Background: an optimization exercise with open tools, aiming at small area and a short achievable clock period. Do not read the settings as production practice.
In this exercise RTL edits were held to simulation tests only and were not proved equivalent to the original.

==> flow/design.v <==
module fa (input logic a, b, c, output logic s, y);
	assign s = a ^ b ^ c;
	assign y = (a & b) | (a & c) | (b & c);
endmodule
module ha (input logic a, b, output logic s, y);
	assign s = a ^ b;
	assign y = a & b;
endmodule
module fa1 (input logic a, b, output logic s, y);
	assign s = ~(a ^ b);
	assign y = a | b;
endmodule
module Triangle_wave (freq, clk, out, reset, stop, volume);
	input  logic        clk, reset, stop;
	input  logic [11:0] freq;
	input  logic [3:0]  volume;
	output logic [23:0] out;
	logic [14:0] v;       
	logic        h;
	logic [14:0] a;
	logic ma_w1, ma_w2, ma_w4, ma_w5, ma_w7, ma_w8, ma_w10, ma_w11, ma_w13, ma_w14, ma_w16, ma_w17;
	logic ma_w19, ma_w20, ma_w22, ma_w23, ma_w25, ma_w26, ma_w28, ma_w29, ma_w31, ma_w32, ma_w34, ma_w35;
	logic ma_w37, ma_w38, ma_w40, ma_w41, ma_w43;
	ha ma_u3 (.a(v[0]), .b(freq[0]), .s(ma_w1), .y(ma_w2));
	fa ma_u6 (.a(v[1]), .b(freq[1]), .c(ma_w2), .s(ma_w4), .y(ma_w5));
	fa ma_u9 (.a(v[2]), .b(freq[2]), .c(ma_w5), .s(ma_w7), .y(ma_w8));
	fa ma_u12 (.a(v[3]), .b(freq[3]), .c(ma_w8), .s(ma_w10), .y(ma_w11));
	fa ma_u15 (.a(v[4]), .b(freq[4]), .c(ma_w11), .s(ma_w13), .y(ma_w14));
	fa ma_u18 (.a(v[5]), .b(freq[5]), .c(ma_w14), .s(ma_w16), .y(ma_w17));
	fa ma_u21 (.a(v[6]), .b(freq[6]), .c(ma_w17), .s(ma_w19), .y(ma_w20));
	fa ma_u24 (.a(v[7]), .b(freq[7]), .c(ma_w20), .s(ma_w22), .y(ma_w23));
	fa ma_u27 (.a(v[8]), .b(freq[8]), .c(ma_w23), .s(ma_w25), .y(ma_w26));
	fa ma_u30 (.a(v[9]), .b(freq[9]), .c(ma_w26), .s(ma_w28), .y(ma_w29));
	fa ma_u33 (.a(v[10]), .b(freq[10]), .c(ma_w29), .s(ma_w31), .y(ma_w32));
	fa ma_u36 (.a(v[11]), .b(freq[11]), .c(ma_w32), .s(ma_w34), .y(ma_w35));
	ha ma_u39 (.a(v[12]), .b(ma_w35), .s(ma_w37), .y(ma_w38));
	ha ma_u42 (.a(v[13]), .b(ma_w38), .s(ma_w40), .y(ma_w41));
	assign ma_w43 = v[14] ^ ma_w41;
	assign a = {ma_w43, ma_w40, ma_w37, ma_w34, ma_w31, ma_w28, ma_w25, ma_w22, ma_w19, ma_w16, ma_w13, ma_w10, ma_w7, ma_w4, ma_w1};
	logic turn;
	assign turn = ~a[14] & a[13] & (a[12] | (a[11] & a[10] & a[9] & (a[8] | (a[7] & a[6] & a[5]))));
	logic [12:0] lc;
	assign lc[0] = ~a[0];
	genvar i;
	generate
		for (i = 0; i < 12; i = i + 1) begin : le_
			assign lc[i+1] = (freq[i] & ~a[i+1]) | (lc[i] & (freq[i] | ~a[i+1]));
		end
	endgenerate
	logic park;
	assign park = stop & ~a[14] & ~a[13] & lc[12];
	logic [8:0] an;
	logic mt_w1, mt_w2, mt_w4, mt_w5, mt_w7, mt_w8, mt_w10, mt_w11, mt_w13, mt_w14, mt_w16, mt_w17;
	logic mt_w19, mt_w20, mt_w22, mt_w23, mt_w25;
	ha mt_u3 (.a(a[6]), .b(turn), .s(mt_w1), .y(mt_w2));
	ha mt_u6 (.a(a[7]), .b(mt_w2), .s(mt_w4), .y(mt_w5));
	ha mt_u9 (.a(a[8]), .b(mt_w5), .s(mt_w7), .y(mt_w8));
	fa mt_u12 (.a(a[9]), .b(turn), .c(mt_w8), .s(mt_w10), .y(mt_w11));
	ha mt_u15 (.a(a[10]), .b(mt_w11), .s(mt_w13), .y(mt_w14));
	ha mt_u18 (.a(a[11]), .b(mt_w14), .s(mt_w16), .y(mt_w17));
	ha mt_u21 (.a(a[12]), .b(mt_w17), .s(mt_w19), .y(mt_w20));
	fa mt_u24 (.a(a[13]), .b(turn), .c(mt_w20), .s(mt_w22), .y(mt_w23));
	assign mt_w25 = a[14] ^ mt_w23;
	assign an = {mt_w25, mt_w22, mt_w19, mt_w16, mt_w13, mt_w10, mt_w7, mt_w4, mt_w1};
	always_ff @(posedge clk) begin
		if (reset) begin
			v <= 15'b101_0001_0010_0000;    
			h <= 1'b0;
		end else if (park) begin
			v <= '0;
			h <= 1'b0;
		end else begin
			v <= {an, a[5:0]};
			h <= h ^ turn;
		end
	end
	logic [14:0] e, ef, nf;
	assign e  = v ^ {15{h}};
	assign ef = {~e[14], e[13:0]};
	assign nf = {e[14], ~e[13:0]};
	logic [21:0] q;
	logic        hn;
	assign hn = ~h;
	logic mq_w1, mq_w2, mq_w4, mq_w5, mq_w7, mq_w8, mq_w10, mq_w11, mq_w13, mq_w14, mq_w16, mq_w17;
	logic mq_w19, mq_w20, mq_w22, mq_w23, mq_w25, mq_w26, mq_w28, mq_w29, mq_w31, mq_w32, mq_w34, mq_w35;
	logic mq_w37, mq_w38, mq_w40, mq_w41, mq_w43, mq_w44, mq_w46, mq_w47, mq_w49, mq_w50, mq_w52, mq_w53;
	logic mq_w55, mq_w56, mq_w58, mq_w59, mq_w61, mq_w62, mq_w64, mq_w65, mq_w67, mq_w68, mq_w70, mq_w71;
	logic mq_w73, mq_w74, mq_w76, mq_w77, mq_w79, mq_w80, mq_w82, mq_w83, mq_w85, mq_w86, mq_w88, mq_w89;
	logic mq_w91, mq_w92, mq_w94, mq_w95, mq_w97, mq_w98, mq_w100, mq_w101, mq_w103, mq_w104, mq_w106, mq_w107;
	logic mq_w109, mq_w110, mq_w112, mq_w113, mq_w115, mq_w116, mq_w118, mq_w119, mq_w121, mq_w122, mq_w124, mq_w125;
	logic mq_w127, mq_w128, mq_w130, mq_w131, mq_w133, mq_w134, mq_w136, mq_w137, mq_w139, mq_w140, mq_w142, mq_w143;
	logic mq_w145, mq_w146, mq_w148, mq_w149, mq_w151, mq_w152, mq_w154, mq_w155, mq_w157, mq_w158, mq_w160, mq_w161;
	logic mq_w163, mq_w164, mq_w166, mq_w167, mq_w169, mq_w170, mq_w172, mq_w173, mq_w175, mq_w176, mq_w178;
	fa1 mq_u3 (.a(nf[0]), .b(h), .s(mq_w1), .y(mq_w2));
	fa mq_u6 (.a(nf[1]), .b(h), .c(mq_w2), .s(mq_w4), .y(mq_w5));
	fa mq_u9 (.a(nf[2]), .b(h), .c(mq_w5), .s(mq_w7), .y(mq_w8));
	fa mq_u12 (.a(ef[0]), .b(nf[3]), .c(mq_w8), .s(mq_w10), .y(mq_w11));
	fa mq_u15 (.a(ef[0]), .b(ef[1]), .c(nf[4]), .s(mq_w13), .y(mq_w14));
	fa mq_u18 (.a(h), .b(mq_w13), .c(mq_w11), .s(mq_w16), .y(mq_w17));
	fa mq_u21 (.a(ef[1]), .b(ef[2]), .c(nf[5]), .s(mq_w19), .y(mq_w20));
	fa mq_u24 (.a(mq_w14), .b(mq_w19), .c(mq_w17), .s(mq_w22), .y(mq_w23));
	fa1 mq_u27 (.a(ef[0]), .b(ef[2]), .s(mq_w25), .y(mq_w26));
	fa mq_u30 (.a(ef[3]), .b(nf[6]), .c(h), .s(mq_w28), .y(mq_w29));
	fa mq_u33 (.a(mq_w20), .b(mq_w25), .c(mq_w28), .s(mq_w31), .y(mq_w32));
	fa1 mq_u36 (.a(ef[1]), .b(ef[3]), .s(mq_w34), .y(mq_w35));
	fa mq_u39 (.a(ef[4]), .b(nf[7]), .c(mq_w26), .s(mq_w37), .y(mq_w38));
	fa mq_u42 (.a(mq_w29), .b(mq_w34), .c(mq_w32), .s(mq_w40), .y(mq_w41));
	fa1 mq_u45 (.a(ef[2]), .b(ef[4]), .s(mq_w43), .y(mq_w44));
	fa mq_u48 (.a(ef[5]), .b(nf[8]), .c(mq_w35), .s(mq_w46), .y(mq_w47));
	fa mq_u51 (.a(mq_w43), .b(mq_w38), .c(mq_w46), .s(mq_w49), .y(mq_w50));
	fa mq_u54 (.a(ef[3]), .b(ef[5]), .c(ef[6]), .s(mq_w52), .y(mq_w53));
	fa mq_u57 (.a(nf[9]), .b(mq_w44), .c(mq_w52), .s(mq_w55), .y(mq_w56));
	fa mq_u60 (.a(mq_w47), .b(mq_w55), .c(mq_w50), .s(mq_w58), .y(mq_w59));
	fa1 mq_u63 (.a(ef[4]), .b(ef[6]), .s(mq_w61), .y(mq_w62));
	fa mq_u66 (.a(ef[7]), .b(nf[10]), .c(mq_w53), .s(mq_w64), .y(mq_w65));
	fa mq_u69 (.a(mq_w61), .b(mq_w56), .c(mq_w64), .s(mq_w67), .y(mq_w68));
	fa mq_u72 (.a(ef[5]), .b(ef[7]), .c(ef[8]), .s(mq_w70), .y(mq_w71));
	fa mq_u75 (.a(nf[11]), .b(mq_w62), .c(mq_w70), .s(mq_w73), .y(mq_w74));
	fa mq_u78 (.a(mq_w65), .b(mq_w73), .c(mq_w68), .s(mq_w76), .y(mq_w77));
	fa1 mq_u81 (.a(ef[6]), .b(ef[8]), .s(mq_w79), .y(mq_w80));
	fa mq_u84 (.a(ef[9]), .b(nf[12]), .c(mq_w71), .s(mq_w82), .y(mq_w83));
	fa mq_u87 (.a(mq_w79), .b(mq_w74), .c(mq_w82), .s(mq_w85), .y(mq_w86));
	fa mq_u90 (.a(ef[7]), .b(ef[9]), .c(ef[10]), .s(mq_w88), .y(mq_w89));
	fa mq_u93 (.a(nf[13]), .b(mq_w80), .c(mq_w88), .s(mq_w91), .y(mq_w92));
	fa mq_u96 (.a(mq_w83), .b(mq_w91), .c(mq_w86), .s(mq_w94), .y(mq_w95));
	fa1 mq_u99 (.a(ef[8]), .b(ef[10]), .s(mq_w97), .y(mq_w98));
	fa mq_u102 (.a(ef[11]), .b(nf[14]), .c(mq_w89), .s(mq_w100), .y(mq_w101));
	fa mq_u105 (.a(mq_w97), .b(mq_w92), .c(mq_w100), .s(mq_w103), .y(mq_w104));
	fa1 mq_u108 (.a(ef[9]), .b(ef[11]), .s(mq_w106), .y(mq_w107));
	fa mq_u111 (.a(ef[12]), .b(mq_w98), .c(mq_w106), .s(mq_w109), .y(mq_w110));
	fa mq_u114 (.a(mq_w101), .b(mq_w109), .c(mq_w104), .s(mq_w112), .y(mq_w113));
	fa1 mq_u117 (.a(ef[10]), .b(ef[12]), .s(mq_w115), .y(mq_w116));
	fa mq_u120 (.a(ef[13]), .b(mq_w107), .c(mq_w115), .s(mq_w118), .y(mq_w119));
	fa mq_u123 (.a(mq_w110), .b(mq_w118), .c(mq_w113), .s(mq_w121), .y(mq_w122));
	fa mq_u126 (.a(ef[11]), .b(ef[13]), .c(ef[14]), .s(mq_w124), .y(mq_w125));
	fa mq_u129 (.a(mq_w116), .b(mq_w124), .c(mq_w119), .s(mq_w127), .y(mq_w128));
	fa mq_u132 (.a(ef[12]), .b(ef[14]), .c(mq_w125), .s(mq_w130), .y(mq_w131));
	ha mq_u135 (.a(mq_w23), .b(mq_w31), .s(mq_w133), .y(mq_w134));
	fa mq_u138 (.a(mq_w37), .b(mq_w40), .c(mq_w134), .s(mq_w136), .y(mq_w137));
	fa mq_u141 (.a(mq_w41), .b(mq_w49), .c(mq_w137), .s(mq_w139), .y(mq_w140));
	ha mq_u144 (.a(mq_w58), .b(mq_w140), .s(mq_w142), .y(mq_w143));
	fa mq_u147 (.a(mq_w59), .b(mq_w67), .c(mq_w143), .s(mq_w145), .y(mq_w146));
	ha mq_u150 (.a(mq_w76), .b(mq_w146), .s(mq_w148), .y(mq_w149));
	fa mq_u153 (.a(mq_w77), .b(mq_w85), .c(mq_w149), .s(mq_w151), .y(mq_w152));
	ha mq_u156 (.a(mq_w94), .b(mq_w152), .s(mq_w154), .y(mq_w155));
	fa mq_u159 (.a(mq_w95), .b(mq_w103), .c(mq_w155), .s(mq_w157), .y(mq_w158));
	ha mq_u162 (.a(mq_w112), .b(mq_w158), .s(mq_w160), .y(mq_w161));
	ha mq_u165 (.a(mq_w121), .b(mq_w161), .s(mq_w163), .y(mq_w164));
	fa mq_u168 (.a(mq_w122), .b(mq_w127), .c(mq_w164), .s(mq_w166), .y(mq_w167));
	fa mq_u171 (.a(mq_w128), .b(mq_w130), .c(mq_w167), .s(mq_w169), .y(mq_w170));
	fa mq_u174 (.a(ef[13]), .b(mq_w131), .c(mq_w170), .s(mq_w172), .y(mq_w173));
	fa1 mq_u177 (.a(ef[14]), .b(mq_w173), .s(mq_w175), .y(mq_w176));
	assign mq_w178 = ~mq_w176;
	assign q = {mq_w178, mq_w175, mq_w172, mq_w169, mq_w166, mq_w163, mq_w160, mq_w157, mq_w154, mq_w151, mq_w148, mq_w145, mq_w142, mq_w139, mq_w136, mq_w133, mq_w22, mq_w16, mq_w10, mq_w7, mq_w4, mq_w1};
	logic [31:0] s;
	assign s = {{8{q[21]}}, q, 2'b00};
	assign out = s >> volume;
endmodule
module synth (reset, freqs, play, clk, out, volume);
	input  logic        reset, clk;
	input  logic [5:0]  play;
	input  logic [71:0] freqs;
	input  logic [23:0] volume;
	output logic [23:0] out;
	genvar n;
	logic [5:0][23:0] w;
	generate
		for (n = 0; n < 6; n = n + 1) begin : all_notes
			Triangle_wave tr_note (.freq(freqs[12*n +: 12]), .clk(clk), .out(w[n]), .reset(reset),
				.stop(~play[n]), .volume(volume[4*n +: 4]));
		end
	endgenerate
	logic [5:0][22:0] wm;
	logic [5:0]       wn;
	generate
		for (n = 0; n < 6; n = n + 1) begin : mask
			if (n < 5) begin : m
				assign wm[n] = w[n][22:0] & {23{play[n]}};
				assign wn[n] = ~(w[n][23] & play[n]);
			end else begin : m
				assign wm[n] = w[n][22:0];
				assign wn[n] = ~w[n][23];
			end
		end
	endgenerate
	logic [26:0] S, SA, SB;
	logic ms_w1, ms_w2, ms_w4, ms_w5, ms_w7, ms_w8, ms_w10, ms_w11, ms_w13, ms_w14, ms_w16, ms_w17;
	logic ms_w19, ms_w20, ms_w22, ms_w23, ms_w25, ms_w26, ms_w28, ms_w29, ms_w31, ms_w32, ms_w34, ms_w35;
	logic ms_w37, ms_w38, ms_w40, ms_w41, ms_w43, ms_w44, ms_w46, ms_w47, ms_w49, ms_w50, ms_w52, ms_w53;
	logic ms_w55, ms_w56, ms_w58, ms_w59, ms_w61, ms_w62, ms_w64, ms_w65, ms_w67, ms_w68, ms_w70, ms_w71;
	logic ms_w73, ms_w74, ms_w76, ms_w77, ms_w79, ms_w80, ms_w82, ms_w83, ms_w85, ms_w86, ms_w88, ms_w89;
	logic ms_w91, ms_w92, ms_w94, ms_w95, ms_w97, ms_w98, ms_w100, ms_w101, ms_w103, ms_w104, ms_w106, ms_w107;
	logic ms_w109, ms_w110, ms_w112, ms_w113, ms_w115, ms_w116, ms_w118, ms_w119, ms_w121, ms_w122, ms_w124, ms_w125;
	logic ms_w127, ms_w128, ms_w130, ms_w131, ms_w133, ms_w134, ms_w136, ms_w137, ms_w139, ms_w140, ms_w142, ms_w143;
	logic ms_w145, ms_w146, ms_w148, ms_w149, ms_w151, ms_w152, ms_w154, ms_w155, ms_w157, ms_w158, ms_w160, ms_w161;
	logic ms_w163, ms_w164, ms_w166, ms_w167, ms_w169, ms_w170, ms_w172, ms_w173, ms_w175, ms_w176, ms_w178, ms_w179;
	logic ms_w181, ms_w182, ms_w184, ms_w185, ms_w187, ms_w188, ms_w190, ms_w191, ms_w193, ms_w194, ms_w196, ms_w197;
	logic ms_w199, ms_w200, ms_w202, ms_w203, ms_w205, ms_w206, ms_w208, ms_w209, ms_w211, ms_w212, ms_w214, ms_w215;
	logic ms_w217, ms_w218, ms_w220, ms_w221, ms_w223, ms_w224, ms_w226, ms_w227, ms_w229, ms_w230, ms_w232, ms_w233;
	logic ms_w235, ms_w236, ms_w238, ms_w239, ms_w241, ms_w242, ms_w244, ms_w245, ms_w247, ms_w248, ms_w250, ms_w251;
	logic ms_w253, ms_w254, ms_w256, ms_w257, ms_w259, ms_w260, ms_w262, ms_w263, ms_w265, ms_w266, ms_w268, ms_w269;
	logic ms_w271, ms_w272, ms_w274, ms_w275, ms_w277, ms_w278, ms_w280, ms_w281, ms_w283, ms_w284;
	fa ms_u3 (.a(wm[0][0]), .b(wm[1][0]), .c(wm[2][0]), .s(ms_w1), .y(ms_w2));
	fa ms_u6 (.a(wm[3][0]), .b(wm[4][0]), .c(wm[5][0]), .s(ms_w4), .y(ms_w5));
	fa ms_u9 (.a(wm[0][1]), .b(wm[1][1]), .c(wm[2][1]), .s(ms_w7), .y(ms_w8));
	fa ms_u12 (.a(wm[3][1]), .b(wm[4][1]), .c(wm[5][1]), .s(ms_w10), .y(ms_w11));
	fa ms_u15 (.a(ms_w2), .b(ms_w5), .c(ms_w7), .s(ms_w13), .y(ms_w14));
	fa ms_u18 (.a(wm[0][2]), .b(wm[1][2]), .c(wm[2][2]), .s(ms_w16), .y(ms_w17));
	fa ms_u21 (.a(wm[3][2]), .b(wm[4][2]), .c(wm[5][2]), .s(ms_w19), .y(ms_w20));
	fa ms_u24 (.a(ms_w8), .b(ms_w11), .c(ms_w16), .s(ms_w22), .y(ms_w23));
	fa ms_u27 (.a(ms_w19), .b(ms_w14), .c(ms_w22), .s(ms_w25), .y(ms_w26));
	fa ms_u30 (.a(wm[0][3]), .b(wm[1][3]), .c(wm[2][3]), .s(ms_w28), .y(ms_w29));
	fa ms_u33 (.a(wm[3][3]), .b(wm[4][3]), .c(wm[5][3]), .s(ms_w31), .y(ms_w32));
	fa ms_u36 (.a(ms_w17), .b(ms_w20), .c(ms_w28), .s(ms_w34), .y(ms_w35));
	fa ms_u39 (.a(ms_w31), .b(ms_w23), .c(ms_w34), .s(ms_w37), .y(ms_w38));
	fa ms_u42 (.a(wm[0][4]), .b(wm[1][4]), .c(wm[2][4]), .s(ms_w40), .y(ms_w41));
	fa ms_u45 (.a(wm[3][4]), .b(wm[4][4]), .c(wm[5][4]), .s(ms_w43), .y(ms_w44));
	fa ms_u48 (.a(ms_w29), .b(ms_w32), .c(ms_w40), .s(ms_w46), .y(ms_w47));
	fa ms_u51 (.a(ms_w43), .b(ms_w35), .c(ms_w46), .s(ms_w49), .y(ms_w50));
	fa ms_u54 (.a(wm[0][5]), .b(wm[1][5]), .c(wm[2][5]), .s(ms_w52), .y(ms_w53));
	fa ms_u57 (.a(wm[3][5]), .b(wm[4][5]), .c(wm[5][5]), .s(ms_w55), .y(ms_w56));
	fa ms_u60 (.a(ms_w41), .b(ms_w44), .c(ms_w52), .s(ms_w58), .y(ms_w59));
	fa ms_u63 (.a(ms_w55), .b(ms_w47), .c(ms_w58), .s(ms_w61), .y(ms_w62));
	fa ms_u66 (.a(wm[0][6]), .b(wm[1][6]), .c(wm[2][6]), .s(ms_w64), .y(ms_w65));
	fa ms_u69 (.a(wm[3][6]), .b(wm[4][6]), .c(wm[5][6]), .s(ms_w67), .y(ms_w68));
	fa ms_u72 (.a(ms_w53), .b(ms_w56), .c(ms_w64), .s(ms_w70), .y(ms_w71));
	fa ms_u75 (.a(ms_w67), .b(ms_w59), .c(ms_w70), .s(ms_w73), .y(ms_w74));
	fa ms_u78 (.a(wm[0][7]), .b(wm[1][7]), .c(wm[2][7]), .s(ms_w76), .y(ms_w77));
	fa ms_u81 (.a(wm[3][7]), .b(wm[4][7]), .c(wm[5][7]), .s(ms_w79), .y(ms_w80));
	fa ms_u84 (.a(ms_w65), .b(ms_w68), .c(ms_w76), .s(ms_w82), .y(ms_w83));
	fa ms_u87 (.a(ms_w79), .b(ms_w71), .c(ms_w82), .s(ms_w85), .y(ms_w86));
	fa ms_u90 (.a(wm[0][8]), .b(wm[1][8]), .c(wm[2][8]), .s(ms_w88), .y(ms_w89));
	fa ms_u93 (.a(wm[3][8]), .b(wm[4][8]), .c(wm[5][8]), .s(ms_w91), .y(ms_w92));
	fa ms_u96 (.a(ms_w77), .b(ms_w80), .c(ms_w88), .s(ms_w94), .y(ms_w95));
	fa ms_u99 (.a(ms_w91), .b(ms_w83), .c(ms_w94), .s(ms_w97), .y(ms_w98));
	fa ms_u102 (.a(wm[0][9]), .b(wm[1][9]), .c(wm[2][9]), .s(ms_w100), .y(ms_w101));
	fa ms_u105 (.a(wm[3][9]), .b(wm[4][9]), .c(wm[5][9]), .s(ms_w103), .y(ms_w104));
	fa ms_u108 (.a(ms_w89), .b(ms_w92), .c(ms_w100), .s(ms_w106), .y(ms_w107));
	fa ms_u111 (.a(ms_w103), .b(ms_w95), .c(ms_w106), .s(ms_w109), .y(ms_w110));
	fa ms_u114 (.a(wm[0][10]), .b(wm[1][10]), .c(wm[2][10]), .s(ms_w112), .y(ms_w113));
	fa ms_u117 (.a(wm[3][10]), .b(wm[4][10]), .c(wm[5][10]), .s(ms_w115), .y(ms_w116));
	fa ms_u120 (.a(ms_w101), .b(ms_w104), .c(ms_w112), .s(ms_w118), .y(ms_w119));
	fa ms_u123 (.a(ms_w115), .b(ms_w107), .c(ms_w118), .s(ms_w121), .y(ms_w122));
	fa ms_u126 (.a(wm[0][11]), .b(wm[1][11]), .c(wm[2][11]), .s(ms_w124), .y(ms_w125));
	fa ms_u129 (.a(wm[3][11]), .b(wm[4][11]), .c(wm[5][11]), .s(ms_w127), .y(ms_w128));
	fa ms_u132 (.a(ms_w113), .b(ms_w116), .c(ms_w124), .s(ms_w130), .y(ms_w131));
	fa ms_u135 (.a(ms_w127), .b(ms_w119), .c(ms_w130), .s(ms_w133), .y(ms_w134));
	fa ms_u138 (.a(wm[0][12]), .b(wm[1][12]), .c(wm[2][12]), .s(ms_w136), .y(ms_w137));
	fa ms_u141 (.a(wm[3][12]), .b(wm[4][12]), .c(wm[5][12]), .s(ms_w139), .y(ms_w140));
	fa ms_u144 (.a(ms_w125), .b(ms_w128), .c(ms_w136), .s(ms_w142), .y(ms_w143));
	fa ms_u147 (.a(ms_w139), .b(ms_w131), .c(ms_w142), .s(ms_w145), .y(ms_w146));
	fa ms_u150 (.a(wm[0][13]), .b(wm[1][13]), .c(wm[2][13]), .s(ms_w148), .y(ms_w149));
	fa ms_u153 (.a(wm[3][13]), .b(wm[4][13]), .c(wm[5][13]), .s(ms_w151), .y(ms_w152));
	fa ms_u156 (.a(ms_w137), .b(ms_w140), .c(ms_w148), .s(ms_w154), .y(ms_w155));
	fa ms_u159 (.a(ms_w151), .b(ms_w143), .c(ms_w154), .s(ms_w157), .y(ms_w158));
	fa ms_u162 (.a(wm[0][14]), .b(wm[1][14]), .c(wm[2][14]), .s(ms_w160), .y(ms_w161));
	fa ms_u165 (.a(wm[3][14]), .b(wm[4][14]), .c(wm[5][14]), .s(ms_w163), .y(ms_w164));
	fa ms_u168 (.a(ms_w149), .b(ms_w152), .c(ms_w160), .s(ms_w166), .y(ms_w167));
	fa ms_u171 (.a(ms_w163), .b(ms_w155), .c(ms_w166), .s(ms_w169), .y(ms_w170));
	fa ms_u174 (.a(wm[0][15]), .b(wm[1][15]), .c(wm[2][15]), .s(ms_w172), .y(ms_w173));
	fa ms_u177 (.a(wm[3][15]), .b(wm[4][15]), .c(wm[5][15]), .s(ms_w175), .y(ms_w176));
	fa ms_u180 (.a(ms_w161), .b(ms_w164), .c(ms_w172), .s(ms_w178), .y(ms_w179));
	fa ms_u183 (.a(ms_w175), .b(ms_w167), .c(ms_w178), .s(ms_w181), .y(ms_w182));
	fa ms_u186 (.a(wm[0][16]), .b(wm[1][16]), .c(wm[2][16]), .s(ms_w184), .y(ms_w185));
	fa ms_u189 (.a(wm[3][16]), .b(wm[4][16]), .c(wm[5][16]), .s(ms_w187), .y(ms_w188));
	fa ms_u192 (.a(ms_w173), .b(ms_w176), .c(ms_w184), .s(ms_w190), .y(ms_w191));
	fa ms_u195 (.a(ms_w187), .b(ms_w179), .c(ms_w190), .s(ms_w193), .y(ms_w194));
	fa ms_u198 (.a(wm[0][17]), .b(wm[1][17]), .c(wm[2][17]), .s(ms_w196), .y(ms_w197));
	fa ms_u201 (.a(wm[3][17]), .b(wm[4][17]), .c(wm[5][17]), .s(ms_w199), .y(ms_w200));
	fa ms_u204 (.a(ms_w185), .b(ms_w188), .c(ms_w196), .s(ms_w202), .y(ms_w203));
	fa ms_u207 (.a(ms_w199), .b(ms_w191), .c(ms_w202), .s(ms_w205), .y(ms_w206));
	fa ms_u210 (.a(wm[0][18]), .b(wm[1][18]), .c(wm[2][18]), .s(ms_w208), .y(ms_w209));
	fa ms_u213 (.a(wm[3][18]), .b(wm[4][18]), .c(wm[5][18]), .s(ms_w211), .y(ms_w212));
	fa ms_u216 (.a(ms_w197), .b(ms_w200), .c(ms_w208), .s(ms_w214), .y(ms_w215));
	fa ms_u219 (.a(ms_w211), .b(ms_w203), .c(ms_w214), .s(ms_w217), .y(ms_w218));
	fa ms_u222 (.a(wm[0][19]), .b(wm[1][19]), .c(wm[2][19]), .s(ms_w220), .y(ms_w221));
	fa ms_u225 (.a(wm[3][19]), .b(wm[4][19]), .c(wm[5][19]), .s(ms_w223), .y(ms_w224));
	fa ms_u228 (.a(ms_w209), .b(ms_w212), .c(ms_w220), .s(ms_w226), .y(ms_w227));
	fa ms_u231 (.a(ms_w223), .b(ms_w215), .c(ms_w226), .s(ms_w229), .y(ms_w230));
	fa ms_u234 (.a(wm[0][20]), .b(wm[1][20]), .c(wm[2][20]), .s(ms_w232), .y(ms_w233));
	fa ms_u237 (.a(wm[3][20]), .b(wm[4][20]), .c(wm[5][20]), .s(ms_w235), .y(ms_w236));
	fa ms_u240 (.a(ms_w221), .b(ms_w224), .c(ms_w232), .s(ms_w238), .y(ms_w239));
	fa ms_u243 (.a(ms_w235), .b(ms_w227), .c(ms_w238), .s(ms_w241), .y(ms_w242));
	fa ms_u246 (.a(wm[0][21]), .b(wm[1][21]), .c(wm[2][21]), .s(ms_w244), .y(ms_w245));
	fa ms_u249 (.a(wm[3][21]), .b(wm[4][21]), .c(wm[5][21]), .s(ms_w247), .y(ms_w248));
	fa ms_u252 (.a(ms_w233), .b(ms_w236), .c(ms_w244), .s(ms_w250), .y(ms_w251));
	fa ms_u255 (.a(ms_w247), .b(ms_w239), .c(ms_w250), .s(ms_w253), .y(ms_w254));
	fa ms_u258 (.a(wm[0][22]), .b(wm[1][22]), .c(wm[2][22]), .s(ms_w256), .y(ms_w257));
	fa ms_u261 (.a(wm[3][22]), .b(wm[4][22]), .c(wm[5][22]), .s(ms_w259), .y(ms_w260));
	fa ms_u264 (.a(ms_w245), .b(ms_w248), .c(ms_w256), .s(ms_w262), .y(ms_w263));
	fa ms_u267 (.a(ms_w259), .b(ms_w251), .c(ms_w262), .s(ms_w265), .y(ms_w266));
	fa ms_u270 (.a(wn[0]), .b(wn[1]), .c(wn[2]), .s(ms_w268), .y(ms_w269));
	fa ms_u273 (.a(wn[3]), .b(wn[4]), .c(wn[5]), .s(ms_w271), .y(ms_w272));
	fa ms_u276 (.a(ms_w257), .b(ms_w260), .c(ms_w268), .s(ms_w274), .y(ms_w275));
	fa ms_u279 (.a(ms_w271), .b(ms_w263), .c(ms_w274), .s(ms_w277), .y(ms_w278));
	fa1 ms_u282 (.a(ms_w269), .b(ms_w272), .s(ms_w280), .y(ms_w281));
	fa ms_u285 (.a(ms_w275), .b(ms_w280), .c(ms_w278), .s(ms_w283), .y(ms_w284));
	assign SA = {1'b1, ms_w281, ms_w283, ms_w266, ms_w254, ms_w242, ms_w230, ms_w218, ms_w206, ms_w194, ms_w182, ms_w170, ms_w158, ms_w146, ms_w134, ms_w122, ms_w110, ms_w98, ms_w86, ms_w74, ms_w62, ms_w50, ms_w38, ms_w26, ms_w25, ms_w10, ms_w1};
	assign SB = {1'b0, ms_w284, 1'b0, ms_w277, ms_w265, ms_w253, ms_w241, ms_w229, ms_w217, ms_w205, ms_w193, ms_w181, ms_w169, ms_w157, ms_w145, ms_w133, ms_w121, ms_w109, ms_w97, ms_w85, ms_w73, ms_w61, ms_w49, ms_w37, 1'b0, ms_w13, ms_w4};
	assign S = SA + SB;
	logic [2:0] cnt;
	assign cnt = play[0] + play[1] + play[2] + play[3] + play[4];
	logic m3, m5;
	logic [1:0] k;
	always_comb begin
		m3 = 0; m5 = 0; k = 0;
		case (cnt)
			3'd1: k = 1;
			3'd2: m3 = 1;
			3'd3: k = 2;
			3'd4: m5 = 1;
			3'd5: begin m3 = 1; k = 1; end
			default: ;
		endcase
	end
	logic [25:0] Q3, Q5;
	logic [2:0]  R3 [27];
	logic [4:0]  R5 [27];
	assign R3[26] = S[26] ? 3'b100 : 3'b001;
	assign R5[26] = S[26] ? 5'b10000 : 5'b00001;
	generate
		for (n = 25; n >= 0; n = n - 1) begin : div
			logic b;
			logic [2:0] p3;
			logic [4:0] p5;
			assign b  = S[n];
			assign p3 = R3[n+1];
			assign p5 = R5[n+1];
			assign Q3[n] = p3[2] | (p3[1] & b);
			assign R3[n] = b ? {p3[2], p3[0], p3[1]} : {p3[1], p3[2], p3[0]};
			assign Q5[n] = p5[4] | p5[3] | (p5[2] & b);
			assign R5[n] = b ? {p5[4], p5[1], p5[3], p5[0], p5[2]} : {p5[2], p5[4], p5[1], p5[3], p5[0]};
		end
	endgenerate
	logic [25:0] Q;
	logic        rnz;
	assign Q   = m5 ? Q5 : m3 ? Q3 : S[25:0];
	assign rnz = m5 ? ~R5[0][0] : m3 ? ~R3[0][0] : 1'b0;
	logic [23:0] Qs;
	logic        inexact;
	always_comb begin
		case (k)
			2'd1: begin Qs = Q[24:1]; inexact = rnz | Q[0]; end
			2'd2: begin Qs = Q[25:2]; inexact = rnz | (Q[1:0] != 0); end
			default: begin Qs = Q[23:0]; inexact = rnz; end
		endcase
	end
	logic [23:0] ones;
	assign ones[0] = S[26] & inexact;
	generate
		for (n = 1; n < 24; n = n + 1) begin : inc
			assign ones[n] = ones[0] & (&Qs[n-1:0]);
		end
	endgenerate
	assign out = Qs ^ ones;
endmodule
==> flow/flow/run.sh <==
#!/bin/bash
# The standard layout (standard.sh) with three changes:
#  - synthesis keeps the fa and ha modules (one full or half adder each) whole
#    until the end, so that each maps to one adder cell, and skips the quick
#    ABC pass inside Yosys's synth (the flow's own ABC mapping still runs);
#  - plain buffers (buf_2) on the ports instead of the default delay cells.
# The final netlist is flattened by synth_recipe.tcl as usual.
set -euo pipefail
export SYNTH_KEEP_MODULES="fa ha"
export SYNTH_ARGS="-noabc"
export BUFFER_PORTS_ARGS="-buffer_cell sky130_fd_sc_hd__buf_2"
bash standard.sh > standard.log 2>&1
==> flow/standard.sh <==
#!/bin/bash
# synth_recipe.tcl (not shown) runs the flow's synth.tcl, then flattens the netlist and writes it again
# the make line also repeats each setting of config.mk as NAME=value (left out here)
make -C /OpenROAD-flow-scripts/flow DESIGN_CONFIG=/design/flow/config.mk WORK_HOME=/design/flow/orfs CLKGATE_MAP_FILE= SYNTH_SCRIPT=/design/flow/synth_recipe.tcl "${@:-finish}"
==> flow/config.mk <==
export PLATFORM = sky130hd
export DESIGN_NAME = synth
export DESIGN_NICKNAME = synth
export VERILOG_FILES = /design/flow/design.v
export SDC_FILE = /design/flow/constraint.sdc
export NUM_CORES = 4
export LEC_CHECK = 0
export ABC_AREA = 1
export CAP_MARGIN = 20
export CORE_MARGIN = 2
export CORE_UTILIZATION = 65
export SLEW_MARGIN = 20
==> flow/constraint.sdc <==
create_clock -name core_clock -period 120.0 [get_ports {clk}]
set_input_delay 24.0000 -clock core_clock [delete_from_list [all_inputs] [get_ports {clk}]]
set_output_delay 24.0000 -clock core_clock [all_outputs]
set_load 0.01 [all_outputs]
==> qor.csv, run 1 <==
stage,metric,value,unit
cts,H-tree levels,3,
logic_synthesis,"area leader, netlist",fa_1,
cts,Longest Clk Path Bufs,2,
cells_and_area,fin cells,4665,
grt,initial antenna violation count,5,
detailed_routing,remaining antenna violation count,0,
timing,Slew @ Worst Pin,1160,ps
logic_synthesis,Adder-Cell Fraction of Synth Area,0.386,
detailed_routing,routed wire length,72200,um
timing,"Slew Viols, Final",0,
timing,fin crit period,58460,ps
worst_setup_path,CP max-delay cell,xor2_1,
place,IO Port Bufs,127,
cells_and_area,synth-to-layout area growth,3.96,%
logic_synthesis,Yosys warnings,4,
logic_synthesis,Yosys reg bits,96,
cts,TritonCTS clock tree,yes,
cts,post-CTS setup buffers,0,
hold_path,Hold Crit Class,reg2reg,
worst_setup_path,critical path peak fanout,29,
floorplanning,core area,43300,um^2
timing,Max transition margin,0.224,
cts,"Clk Latency, worst-skew pair",400,ps
timing,Hold Slack,662,ps
grt,largest net degree at the start of global routing,41,
detailed_routing,routed wire length per instance,15.5,um
detailed_routing,DRC,0,
worst_setup_path,Buf/Inv on CP,5,
logic_synthesis,compound-cell area share of the yosys netlist,0.127,
logic_synthesis,simple-gate share of the synthesized area,0.287,
logic_synthesis,syn_nets,4803,
floorplanning,die area,45600,um^2
grt,Total GRT Usage,0.327,
worst_setup_path,critical path's top delay family,simple AND/OR/NAND/NOR gates,
logic_synthesis,largest family of logic cells by synthesized area,adder cells,
logic_synthesis,sequential fraction of the synthesis area,0.0673,
logic_synthesis,library cells used by synthesis,60,
logic_synthesis,"EDFF count, synth",0,
logic_synthesis,"Avg Cell Area, Syn",7.00,um^2
worst_setup_path,WS Path Type,in2out,
cts,CTS Sinks,96,
place,DP Cell Count,4647,
floorplanning,Die Ht,214,um
timing,RSZ-0062 raised after global routing,no,
cells_and_area,Post-Route Utilization,0.686,
detailed_routing,DR iter-0 viols,2225,
timing,Final TNS setup,0,ps
worst_setup_path,Worst path max stage delay,700,ps
place,placed cell areas,29400,um^2
timing,Final Cycle Share,0.487,
place,Post-DP HPWL,61400,um
logic_synthesis,Mapped Cells,4080,
floorplanning,Top Ports,128,
timing,Fmax achieved,17.1,MHz
cells_and_area,fin nets,4796,
floorplanning,num rows,76,
worst_setup_path,flop2flop setup slack,111970,ps
logic_synthesis,top cell type's share of synthesized area,0.304,
logic_synthesis,"Primary FF master, synth",dfxtp_1,
grt,grt ovf,0,
logic_synthesis,post-synthesis xor/xnor area fraction,0.0365,
cts,CTS Root Cell,clkbuf_16,
worst_setup_path,CP most frequent cell,nand2_1,
flow_run,maxcap violations,0,
cts,CTS Buf Count,9,
cts,Post-CTS Hold Buffers,0,
floorplanning,Die Wd,214,um
cts,"CTS clk-pin slew, worst paths",70,ps
logic_synthesis,portion of netlist area occupied by mux cells,0.00421,
cells_and_area,layout cell share with drive strength beyond 1,0.0601,
logic_synthesis,Mapped Area,28600,um^2
cells_and_area,# fillers,3981,
detailed_routing,Pre-Repair DR Iteration Count,8,
worst_setup_path,critical path required time,96000,ps
cts,# resized after CTS,0,
timing,hold violation count in the final report,0,
outcome,status,"complete, no violations",
cells_and_area,cell area after layout,29700,um^2
worst_setup_path,critical path data arrival time,34460,ps
worst_setup_path,Startpoint Class,primary input,
grt,global-route wire length before repair,120000,um
place,Placer Congestion,0.988,
detailed_routing,via count,26700,
detailed_routing,drt via density,5.71,
logic_synthesis,fraction of registers with async set/reset,0,
floorplanning,starting density of the core,0.660,
timing,Final Skew,18.4,ps
logic_synthesis,Synth area leaders,"fa_1 (30%), nand2_1 (14%), ha_1 (8.1%)",
worst_setup_path,Worst setup EP type,primary output,
grt,vias in the first global route,25100,
timing,final setup vio count,0,
==> state kept, by name, indices dropped and copies added (netlist names) <==
register,count
all_notes.tr_note.h,6
all_notes.tr_note.v,90
==> area by class of cell <==
type	count	area (um^2)	area share
Sequential cell	96	1920	0.0647
Tap cell	585	732	0.0247
Clock buffer	10	229	0.00771
Multi-Input combinational cell	3301	24000	0.810
Timing Repair Buffer	141	741	0.0249
Clock inverter	6	53.8	0.00181
Antenna cell	2	5.00	0.000169
Inverter	524	1970	0.0664
==> synthesized netlist by cell type (5+ instances only) <==
cell type  count
inv_2          8
o21ai_0      341
nand2_2       25
nor2_2         5
o211ai_1      23
a31oi_1       43
mux2i_1       12
xnor2_1       13
o21bai_1       6
dfxtp_1       96
a21oi_1      135
nor2_1       235
nand2_1     1089
o22ai_1       16
fa_1         433
xor2_1       101
nand3_1      446
inv_1        495
o21ai_1        5
ha_1         186
clkbuf_1     126
nand4_1       40
clkinv_1      20
or2_2         11
a2111oi_0     10
a22oi_1       15
nand3_2       19
o221ai_1      24
buf_2         11
nor3_1        23
buf_1         18
==> per-stage QoR <==
step / worst slack (ps)
after floorplan: 64100
after global placement: 61840
after detailed placement: 61810
after CTS: 61790
after global routing: 60130
final: 61540
==> layout by cell type (no fill, tap or decap), drive strengths merged, types with 16 or more instances in the layout <==
| cell type | count |
|---|---|
| nor3 | 24 |
| nor2 | 242 |
| buf | 141 |
| o211ai | 23 |
| a31oi | 43 |
| nand2 | 1118 |
| inv | 506 |
| dfxtp | 96 |
| ha | 186 |
| o21ai | 347 |
| nand3 | 469 |
| fa | 433 |
| o221ai | 24 |
| clkinv | 22 |
| xor2 | 102 |
| o22ai | 16 |
| a21oi | 136 |
| nand4 | 41 |
==> logic make-up after synthesis <==
| family | count (synthesis) |
|---|---|
| flops | 96 |
| buf+inv | 683 |
| xor+xnor | 116 |
| compound gates | 642 |
| fa+ha+maj | 623 |
| mux | 12 |
| simple gates | 1908 |
==> modules after synthesis, one instance, submodules excluded <==
module / flip-flops and latches / cell area (um^2) / copies in the design / cells
fa: 0 / 20.0 / 430 / 1
ha: 0 / 12.5 / 90 / 1
synth: 96 / 18800 / 1 / 3560
==> layer usage <==
layer  vias to the layer above  wire length, um  track usage
met5                         -               38            0
met4                         6             1900       0.0982
met3                       118             4110       0.0413
met2                       777            34100        0.543
met1                     12500            32000        0.450
li1                      13300                -            -
==> worst min-delay path, stage by stage, from the launching register on <==
cell and delay (ps):
dfxtp_1 350, ha_1 130, inv_1 50, nor2_1 100
==> worst paths after layout <==
check / start / endpoint / cells after the start
hold reg to reg: all_notes[5].tr_note.v[0]$_SDFF_PP0_ / all_notes[5].tr_note.v[0]$_SDFF_PP0_ / 3
setup reg to reg: all_notes[1].tr_note.v[0]$_SDFF_PP0_ / all_notes[1].tr_note.v[14]$_SDFF_PP1_ / 31
setup / recovery: volume[20] / out[12] / 60
hold / removal: all_notes[5].tr_note.v[0]$_SDFF_PP0_ / all_notes[5].tr_note.v[0]$_SDFF_PP0_ / 3
==> inputs of run 2 (changes only) <==
--- a/flow/design.v
+++ b/flow/design.v
@@ -299,3 +299,186 @@
 	assign SB = {1'b0, ms_w284, 1'b0, ms_w277, ms_w265, ms_w253, ms_w241, ms_w229, ms_w217, ms_w205, ms_w193, ms_w181, ms_w169, ms_w157, ms_w145, ms_w133, ms_w121, ms_w109, ms_w97, ms_w85, ms_w73, ms_w61, ms_w49, ms_w37, 1'b0, ms_w13, ms_w4};
-	assign S = SA + SB;
+	logic [26:0] cpa_g, cpa_p;
+	assign cpa_g = SA & SB;
+	assign cpa_p = SA ^ SB;
+	logic cpa_G1;
+	assign cpa_G1 = cpa_g[1] | (cpa_p[1] & cpa_g[0]);
+	logic cpa_G2, cpa_P2;
+	assign cpa_G2 = cpa_g[3] | (cpa_p[3] & cpa_g[2]);
+	assign cpa_P2 = cpa_p[3] & cpa_p[2];
+	logic cpa_G3, cpa_P3;
+	assign cpa_G3 = cpa_g[5] | (cpa_p[5] & cpa_g[4]);
+	assign cpa_P3 = cpa_p[5] & cpa_p[4];
+	logic cpa_G4, cpa_P4;
+	assign cpa_G4 = cpa_g[7] | (cpa_p[7] & cpa_g[6]);
+	assign cpa_P4 = cpa_p[7] & cpa_p[6];
+	logic cpa_G5, cpa_P5;
+	assign cpa_G5 = cpa_g[9] | (cpa_p[9] & cpa_g[8]);
+	assign cpa_P5 = cpa_p[9] & cpa_p[8];
+	logic cpa_G6, cpa_P6;
+	assign cpa_G6 = cpa_g[11] | (cpa_p[11] & cpa_g[10]);
+	assign cpa_P6 = cpa_p[11] & cpa_p[10];
+	logic cpa_G7, cpa_P7;
+	assign cpa_G7 = cpa_g[13] | (cpa_p[13] & cpa_g[12]);
+	assign cpa_P7 = cpa_p[13] & cpa_p[12];
+	logic cpa_G8, cpa_P8;
+	assign cpa_G8 = cpa_g[15] | (cpa_p[15] & cpa_g[14]);
+	assign cpa_P8 = cpa_p[15] & cpa_p[14];
+	logic cpa_G9, cpa_P9;
+	assign cpa_G9 = cpa_g[17] | (cpa_p[17] & cpa_g[16]);
+	assign cpa_P9 = cpa_p[17] & cpa_p[16];
+	logic cpa_G10, cpa_P10;
+	assign cpa_G10 = cpa_g[19] | (cpa_p[19] & cpa_g[18]);
+	assign cpa_P10 = cpa_p[19] & cpa_p[18];
+	logic cpa_G11, cpa_P11;
+	assign cpa_G11 = cpa_g[21] | (cpa_p[21] & cpa_g[20]);
+	assign cpa_P11 = cpa_p[21] & cpa_p[20];
+	logic cpa_G12, cpa_P12;
+	assign cpa_G12 = cpa_g[23] | (cpa_p[23] & cpa_g[22]);
+	assign cpa_P12 = cpa_p[23] & cpa_p[22];
+	logic cpa_G13, cpa_P13;
+	assign cpa_G13 = cpa_g[25] | (cpa_p[25] & cpa_g[24]);
+	assign cpa_P13 = cpa_p[25] & cpa_p[24];
+	logic cpa_G14;
+	assign cpa_G14 = cpa_g[2] | (cpa_p[2] & cpa_G1);
+	logic cpa_G15;
+	assign cpa_G15 = cpa_G2 | (cpa_P2 & cpa_G1);
+	logic cpa_G16, cpa_P16;
+	assign cpa_G16 = cpa_g[6] | (cpa_p[6] & cpa_G3);
+	assign cpa_P16 = cpa_p[6] & cpa_P3;
+	logic cpa_G17, cpa_P17;
+	assign cpa_G17 = cpa_G4 | (cpa_P4 & cpa_G3);
+	assign cpa_P17 = cpa_P4 & cpa_P3;
+	logic cpa_G18, cpa_P18;
+	assign cpa_G18 = cpa_g[10] | (cpa_p[10] & cpa_G5);
+	assign cpa_P18 = cpa_p[10] & cpa_P5;
+	logic cpa_G19, cpa_P19;
+	assign cpa_G19 = cpa_G6 | (cpa_P6 & cpa_G5);
+	assign cpa_P19 = cpa_P6 & cpa_P5;
+	logic cpa_G20, cpa_P20;
+	assign cpa_G20 = cpa_g[14] | (cpa_p[14] & cpa_G7);
+	assign cpa_P20 = cpa_p[14] & cpa_P7;
+	logic cpa_G21, cpa_P21;
+	assign cpa_G21 = cpa_G8 | (cpa_P8 & cpa_G7);
+	assign cpa_P21 = cpa_P8 & cpa_P7;
+	logic cpa_G22, cpa_P22;
+	assign cpa_G22 = cpa_g[18] | (cpa_p[18] & cpa_G9);
+	assign cpa_P22 = cpa_p[18] & cpa_P9;
+	logic cpa_G23, cpa_P23;
+	assign cpa_G23 = cpa_G10 | (cpa_P10 & cpa_G9);
+	assign cpa_P23 = cpa_P10 & cpa_P9;
+	logic cpa_G24, cpa_P24;
+	assign cpa_G24 = cpa_g[22] | (cpa_p[22] & cpa_G11);
+	assign cpa_P24 = cpa_p[22] & cpa_P11;
+	logic cpa_G25, cpa_P25;
+	assign cpa_G25 = cpa_G12 | (cpa_P12 & cpa_G11);
+	assign cpa_P25 = cpa_P12 & cpa_P11;
+	logic cpa_G26, cpa_P26;
+	assign cpa_G26 = cpa_g[26] | (cpa_p[26] & cpa_G13);
+	assign cpa_P26 = cpa_p[26] & cpa_P13;
+	logic cpa_G27;
+	assign cpa_G27 = cpa_g[4] | (cpa_p[4] & cpa_G15);
+	logic cpa_G28;
+	assign cpa_G28 = cpa_G3 | (cpa_P3 & cpa_G15);
+	logic cpa_G29;
+	assign cpa_G29 = cpa_G16 | (cpa_P16 & cpa_G15);
+	logic cpa_G30;
+	assign cpa_G30 = cpa_G17 | (cpa_P17 & cpa_G15);
+	logic cpa_G31, cpa_P31;
+	assign cpa_G31 = cpa_g[12] | (cpa_p[12] & cpa_G19);
+	assign cpa_P31 = cpa_p[12] & cpa_P19;
+	logic cpa_G32, cpa_P32;
+	assign cpa_G32 = cpa_G7 | (cpa_P7 & cpa_G19);
+	assign cpa_P32 = cpa_P7 & cpa_P19;
+	logic cpa_G33, cpa_P33;
+	assign cpa_G33 = cpa_G20 | (cpa_P20 & cpa_G19);
+	assign cpa_P33 = cpa_P20 & cpa_P19;
+	logic cpa_G34, cpa_P34;
+	assign cpa_G34 = cpa_G21 | (cpa_P21 & cpa_G19);
+	assign cpa_P34 = cpa_P21 & cpa_P19;
+	logic cpa_G35, cpa_P35;
+	assign cpa_G35 = cpa_g[20] | (cpa_p[20] & cpa_G23);
+	assign cpa_P35 = cpa_p[20] & cpa_P23;
+	logic cpa_G36, cpa_P36;
+	assign cpa_G36 = cpa_G11 | (cpa_P11 & cpa_G23);
+	assign cpa_P36 = cpa_P11 & cpa_P23;
+	logic cpa_G37, cpa_P37;
+	assign cpa_G37 = cpa_G24 | (cpa_P24 & cpa_G23);
+	assign cpa_P37 = cpa_P24 & cpa_P23;
+	logic cpa_G38, cpa_P38;
+	assign cpa_G38 = cpa_G25 | (cpa_P25 & cpa_G23);
+	assign cpa_P38 = cpa_P25 & cpa_P23;
+	logic cpa_G39;
+	assign cpa_G39 = cpa_g[8] | (cpa_p[8] & cpa_G30);
+	logic cpa_G40;
+	assign cpa_G40 = cpa_G5 | (cpa_P5 & cpa_G30);
+	logic cpa_G41;
+	assign cpa_G41 = cpa_G18 | (cpa_P18 & cpa_G30);
+	logic cpa_G42;
+	assign cpa_G42 = cpa_G19 | (cpa_P19 & cpa_G30);
+	logic cpa_G43;
+	assign cpa_G43 = cpa_G31 | (cpa_P31 & cpa_G30);
+	logic cpa_G44;
+	assign cpa_G44 = cpa_G32 | (cpa_P32 & cpa_G30);
+	logic cpa_G45;
+	assign cpa_G45 = cpa_G33 | (cpa_P33 & cpa_G30);
+	logic cpa_G46;
+	assign cpa_G46 = cpa_G34 | (cpa_P34 & cpa_G30);
+	logic cpa_G47, cpa_P47;
+	assign cpa_G47 = cpa_g[24] | (cpa_p[24] & cpa_G38);
+	assign cpa_P47 = cpa_p[24] & cpa_P38;
+	logic cpa_G48, cpa_P48;
+	assign cpa_G48 = cpa_G13 | (cpa_P13 & cpa_G38);
+	assign cpa_P48 = cpa_P13 & cpa_P38;
+	logic cpa_G49, cpa_P49;
+	assign cpa_G49 = cpa_G26 | (cpa_P26 & cpa_G38);
+	assign cpa_P49 = cpa_P26 & cpa_P38;
+	logic cpa_G50;
+	assign cpa_G50 = cpa_g[16] | (cpa_p[16] & cpa_G46);
+	logic cpa_G51;
+	assign cpa_G51 = cpa_G9 | (cpa_P9 & cpa_G46);
+	logic cpa_G52;
+	assign cpa_G52 = cpa_G22 | (cpa_P22 & cpa_G46);
+	logic cpa_G53;
+	assign cpa_G53 = cpa_G23 | (cpa_P23 & cpa_G46);
+	logic cpa_G54;
+	assign cpa_G54 = cpa_G35 | (cpa_P35 & cpa_G46);
+	logic cpa_G55;
+	assign cpa_G55 = cpa_G36 | (cpa_P36 & cpa_G46);
+	logic cpa_G56;
+	assign cpa_G56 = cpa_G37 | (cpa_P37 & cpa_G46);
+	logic cpa_G57;
+	assign cpa_G57 = cpa_G38 | (cpa_P38 & cpa_G46);
+	logic cpa_G58;
+	assign cpa_G58 = cpa_G47 | (cpa_P47 & cpa_G46);
+	logic cpa_G59;
+	assign cpa_G59 = cpa_G48 | (cpa_P48 & cpa_G46);
+	logic cpa_G60;
+	assign cpa_G60 = cpa_G49 | (cpa_P49 & cpa_G46);
+	assign S[0] = cpa_p[0];
+	assign S[1] = cpa_p[1] ^ cpa_g[0];
+	assign S[2] = cpa_p[2] ^ cpa_G1;
+	assign S[3] = cpa_p[3] ^ cpa_G14;
+	assign S[4] = cpa_p[4] ^ cpa_G15;
+	assign S[5] = cpa_p[5] ^ cpa_G27;
+	assign S[6] = cpa_p[6] ^ cpa_G28;
+	assign S[7] = cpa_p[7] ^ cpa_G29;
+	assign S[8] = cpa_p[8] ^ cpa_G30;
+	assign S[9] = cpa_p[9] ^ cpa_G39;
+	assign S[10] = cpa_p[10] ^ cpa_G40;
+	assign S[11] = cpa_p[11] ^ cpa_G41;
+	assign S[12] = cpa_p[12] ^ cpa_G42;
+	assign S[13] = cpa_p[13] ^ cpa_G43;
+	assign S[14] = cpa_p[14] ^ cpa_G44;
+	assign S[15] = cpa_p[15] ^ cpa_G45;
+	assign S[16] = cpa_p[16] ^ cpa_G46;
+	assign S[17] = cpa_p[17] ^ cpa_G50;
+	assign S[18] = cpa_p[18] ^ cpa_G51;
+	assign S[19] = cpa_p[19] ^ cpa_G52;
+	assign S[20] = cpa_p[20] ^ cpa_G53;
+	assign S[21] = cpa_p[21] ^ cpa_G54;
+	assign S[22] = cpa_p[22] ^ cpa_G55;
+	assign S[23] = cpa_p[23] ^ cpa_G56;
+	assign S[24] = cpa_p[24] ^ cpa_G57;
+	assign S[25] = cpa_p[25] ^ cpa_G58;
+	assign S[26] = cpa_p[26] ^ cpa_G59;
 	logic [2:0] cnt;
@@ -316,5 +499,5 @@
 	logic [25:0] Q3, Q5;
-	logic [2:0]  R3 [27];
+	logic [1:0]  r3 [27];
 	logic [4:0]  R5 [27];
-	assign R3[26] = S[26] ? 3'b100 : 3'b001;
+	assign r3[26] = {S[26], 1'b0};
 	assign R5[26] = S[26] ? 5'b10000 : 5'b00001;
@@ -323,9 +506,9 @@
 			logic b;
-			logic [2:0] p3;
+			logic [1:0] p3;
 			logic [4:0] p5;
 			assign b  = S[n];
-			assign p3 = R3[n+1];
+			assign p3 = r3[n+1];
 			assign p5 = R5[n+1];
-			assign Q3[n] = p3[2] | (p3[1] & b);
-			assign R3[n] = b ? {p3[2], p3[0], p3[1]} : {p3[1], p3[2], p3[0]};
+			assign Q3[n] = p3[1] | (p3[0] & b);
+			assign r3[n] = {b ? p3[1] : p3[0], b ? ~(p3[1] | p3[0]) : p3[1]};
 			assign Q5[n] = p5[4] | p5[3] | (p5[2] & b);
@@ -334,15 +517,15 @@
 	endgenerate
-	logic [25:0] Q;
-	logic        rnz;
-	assign Q   = m5 ? Q5 : m3 ? Q3 : S[25:0];
-	assign rnz = m5 ? ~R5[0][0] : m3 ? ~R3[0][0] : 1'b0;
+	logic s1, s2, s4, s3, s6, s5;
+	assign s1 = (cnt == 3'd0);
+	assign s2 = (cnt == 3'd1);
+	assign s3 = (cnt == 3'd2);
+	assign s4 = (cnt == 3'd3);
+	assign s5 = (cnt == 3'd4);
+	assign s6 = (cnt == 3'd5);
 	logic [23:0] Qs;
-	logic        inexact;
-	always_comb begin
-		case (k)
-			2'd1: begin Qs = Q[24:1]; inexact = rnz | Q[0]; end
-			2'd2: begin Qs = Q[25:2]; inexact = rnz | (Q[1:0] != 0); end
-			default: begin Qs = Q[23:0]; inexact = rnz; end
-		endcase
-	end
+	assign Qs = ({24{s1}} & S[23:0]) | ({24{s2}} & S[24:1]) | ({24{s4}} & S[25:2])
+	          | ({24{s3}} & Q3[23:0]) | ({24{s6}} & Q3[24:1]) | ({24{s5}} & Q5[23:0]);
+	logic inexact;
+	assign inexact = (s2 & S[0]) | (s4 & (S[1] | S[0])) | (s3 & r3[0] != 0) | (s6 & ((r3[0] != 0) | Q3[0]))
+	               | (s5 & ~R5[0][0]);
 	logic [23:0] ones;
==> run 2 against run 1 <==
Largest cell class unchanged. Clock skew up 1.4 ps. Still clean on timing, DRC and antenna. Wire length up 2.0%. Non-clock buffer count down 3. Sequential share of layout area grew 0.22 points.
==> qor.csv, run 2 <==
stage,metric,value,unit
cts,Post-CTS Hold Buffers,0,
cts,"CTS clk-pin slew, worst paths",90,ps
timing,Max transition margin,0.319,
cts,CTS Root Cell,clkbuf_16,
worst_setup_path,Startpoint Class,primary input,
detailed_routing,routed wire length,73600,um
cells_and_area,"most common cell after layout, fill and taps aside",nand2_1,
detailed_routing,met1 WL,31700,um
detailed_routing,remaining antenna violation count,0,
worst_setup_path,flop2flop setup slack,111820,ps
timing,RSZ-0062 raised after global routing,no,
cells_and_area,synth-to-layout area growth,4.08,%
worst_setup_path,critical path's top delay family,simple AND/OR/NAND/NOR gates,
worst_setup_path,Worst setup EP type,primary output,
logic_synthesis,Synth area leaders,"fa_1 (32%), nand2_1 (13%), ha_1 (8.3%)",
timing,hold violation count in the final report,0,
detailed_routing,DRC,0,
logic_synthesis,sequential fraction of the synthesis area,0.0697,
floorplanning,Die Wd,210,um
timing,Fmax achieved,16.9,MHz
floorplanning,Top Ports,128,
worst_setup_path,WS Path Type,in2out,
cts,Longest Clk Path Bufs,2,
logic_synthesis,syn_nets,4558,
cts,# resized after CTS,0,
hold_path,Hold Crit Depth,3,
floorplanning,core area,41900,um^2
logic_synthesis,"Primary FF master, synth",dfxtp_1,
detailed_routing,Pre-Repair DR Iteration Count,6,
worst_setup_path,CP most frequent cell,nand2_2,
timing,Final TNS setup,0,ps
cells_and_area,Post-Route Utilization,0.684,
hold_path,Hold Crit Class,reg2reg,
logic_synthesis,Mapped Area,27600,um^2
detailed_routing,wire length on met2,35400,um
timing,fin crit period,59170,ps
logic_synthesis,"Avg Cell Area, Syn",7.19,um^2
detailed_routing,DR iter-0 viols,2150,
floorplanning,die area,44100,um^2
place,DP Worst Slack,61040,ps
hold_path,Hold Startpoint,all_notes[0].tr_note.v[0]$_SDFF_PP0_,
cells_and_area,max reg flops,90,
place,Post-DP HPWL,62500,um
floorplanning,Die Ht,210,um
logic_synthesis,"EDFF count, synth",0,
grt,global-route wire length before repair,122000,um
timing,Final Cycle Share,0.493,
cells_and_area,cell area after layout,28700,um^2
cts,TritonCTS clock tree,yes,
place,Placer Congestion,1.04,
outcome,status,"complete, no violations",
cells_and_area,layout cell share with drive strength beyond 1,0.0689,
timing,"Slew Viols, Final",0,
worst_setup_path,Critical R2R Capture,all_notes[4].tr_note.v[14]$_SDFF_PP1_,
detailed_routing,routed wire length per instance,16.8,um
timing,final setup vio count,0,
detailed_routing,via count,25800,
worst_setup_path,critical path data arrival time,35170,ps
worst_setup_path,Buf/Inv on CP,5,
detailed_routing,highest routed metal layer,met4,
grt,vias in the first global route,25000,
cts,"Clk Latency, worst-skew pair",410,ps
grt,Total GRT Usage,0.343,
cts,post-CTS setup buffers,0,
grt,largest net degree at the start of global routing,37,
logic_synthesis,top cell type's share of synthesized area,0.317,
grt,grt ovf,0,
detailed_routing,WL met3,3600,um
logic_synthesis,Mapped Cells,3835,
cts,CTS Sinks,96,
timing,Final Skew,19.9,ps
cells_and_area,fin nets,4551,
floorplanning,starting density of the core,0.657,
worst_setup_path,critical path peak fanout,36,
logic_synthesis,Post-synth top cells,"nand2_1 (982), inv_1 (490), fa_1 (436), o21ai_0 (313), nand3_1 (301)",
timing,final worst slack,60830,ps
cts,CTS Buf Count,9,
detailed_routing,drt via density,5.89,
logic_synthesis,Yosys reg bits,96,
cells_and_area,biggest regs,"all_notes.tr_note.v x90, all_notes.tr_note.h x6",
worst_setup_path,Worst path max stage delay,700,ps
place,IO Port Bufs,127,
worst_setup_path,CP max-delay cell,a21oi_4,
cells_and_area,most frequent cells in the layout,"nand2_1 (982), inv_1 (490), fa_1 (436), o21ai_0 (313), nand3_1 (301)",
worst_setup_path,critical path required time,96000,ps
logic_synthesis,"area leader, netlist",fa_1,
worst_setup_path,R2R Path Start,all_notes[4].tr_note.v[0]$_SDFF_PP0_,
cells_and_area,largest register by flop count,all_notes.tr_note.v,
flow_run,maxcap violations,0,
logic_synthesis,"count leader, synth",nand2_1,
logic_synthesis,Yosys warnings,4,
logic_synthesis,library cells used by synthesis,61,
cts,H-tree levels,3,
logic_synthesis,fraction of registers with async set/reset,0,
place,placed cell areas,28300,um^2
grt,initial antenna violation count,1,
timing,Slew @ Worst Pin,1020,ps
hold_path,Min-Delay Endpoint,all_notes[0].tr_note.v[0]$_SDFF_PP0_,
floorplanning,num rows,75,
worst_setup_path,Reg2Reg Depth,31,
[run 2: cell types whose count changed after synthesis, sizes merged, moves of 8 or more]
cell and change:
a21oi -11, a22oi -8, nand2 -77, nand3 -161
nand4 +30, nor2 -13, o21ai -21, o22ai +11
xnor2 -10
[run 2: worst reg2reg max path: cells and delay by family (launching register included)]
kind	cells	cell delay [ps]
buffers and inverters	3	250
AND/OR/NAND/NOR	5	400
XOR/XNOR	1	170
flip-flops	1	330
adder cells (fa/ha/maj)	22	6940
[run 2: logic make-up after synthesis]
| group | Yosys count | synth area share |
|---|---|---|
| AOI/OAI and AO/OA | 615 | 0.127 |
| xor gates and xnor gates | 107 | 0.0340 |
| adders and majority gates | 623 | 0.401 |
| buffers and inverters | 668 | 0.0931 |
| DFF | 96 | 0.0697 |
| muxes | 19 | 0.00690 |
| and+or+nand+nor | 1707 | 0.268 |
[run 2: Yosys stat by module (local to each module, per instance)]
| module | copies in the design | cell area [um^2] | cells |
|---|---|---|---|
| synth | 1 | 17800 | 3315 |
| fa | 430 | 20.0 | 1 |
| ha | 90 | 12.5 | 1 |
[run 2: final cells by class]
type | instances | area [um^2]
Timing Repair Buffer | 138 | 718
Clock buffer | 11 | 253
Tap cell | 539 | 674
Inverter | 512 | 1920
Clock inverter | 5 | 108
Antenna cell | 1 | 2.50
Multi-Input combinational cell | 3071 | 23100
Sequential cell | 96 | 1920
Fill cell | 3537 | 13200
[run 2: through the flow]
step / hold WS, ps / instances
global route: 709 / 4373
CTS: 650 / 4372
floorplan: 592 / 3835
finish: 646 / 4373
global placement: 620 / 4356
detailed placement: 626 / 4356
[run 2: worst max path at each step]
stage	slack, ps	endpoint	cells after the start	from
finish	60830	out[1]	72	volume[12]
global route	59730	out[3]	70	volume[0]
CTS	61000	out[1]	72	volume[12]
detailed placement	61040	out[1]	72	volume[12]
global placement	61410	out[1]	72	volume[12]
floorplan	63430	out[1]	79	volume[0]
[run 2: per-layer routing]
layer	vias up	GRT usage
met5	-	0
met4	0	0.134
met3	139	0.0374
met2	839	0.580
met1	12300	0.455
li1	12400	-

static timing again, ports no longer ideal:
Ports are ideal in the flow. The routed layouts listed here were re-timed in OpenROAD.
Step 1: set_driving_cell puts a clkbuf_16 on clk and a buf_2 on each other input, an assumption about the parent block.
Step 2 times the ports against the registers' clock, not the clock port: input delays grow and output delays shrink by t, the midpoint of the rising clock arrivals with the driver on.
a / b / c = no drivers / after step 1 / after step 2; a / b = the first two.
run | t (ns) | slack for setup (ns) | latest minus earliest clock arrival (ns)
run 1 | 0.450 | 61.540 / 61.509 / 61.509 | 0.020 / 0.020
run 2 | 0.462 | 60.825 / 60.803 / 60.803 | 0.020 / 0.020
After both steps every run listed still meets setup and hold. The setup slack of run 1, which loses most, moves by -0.031 ns with the drivers and by -0.031 ns with both steps.
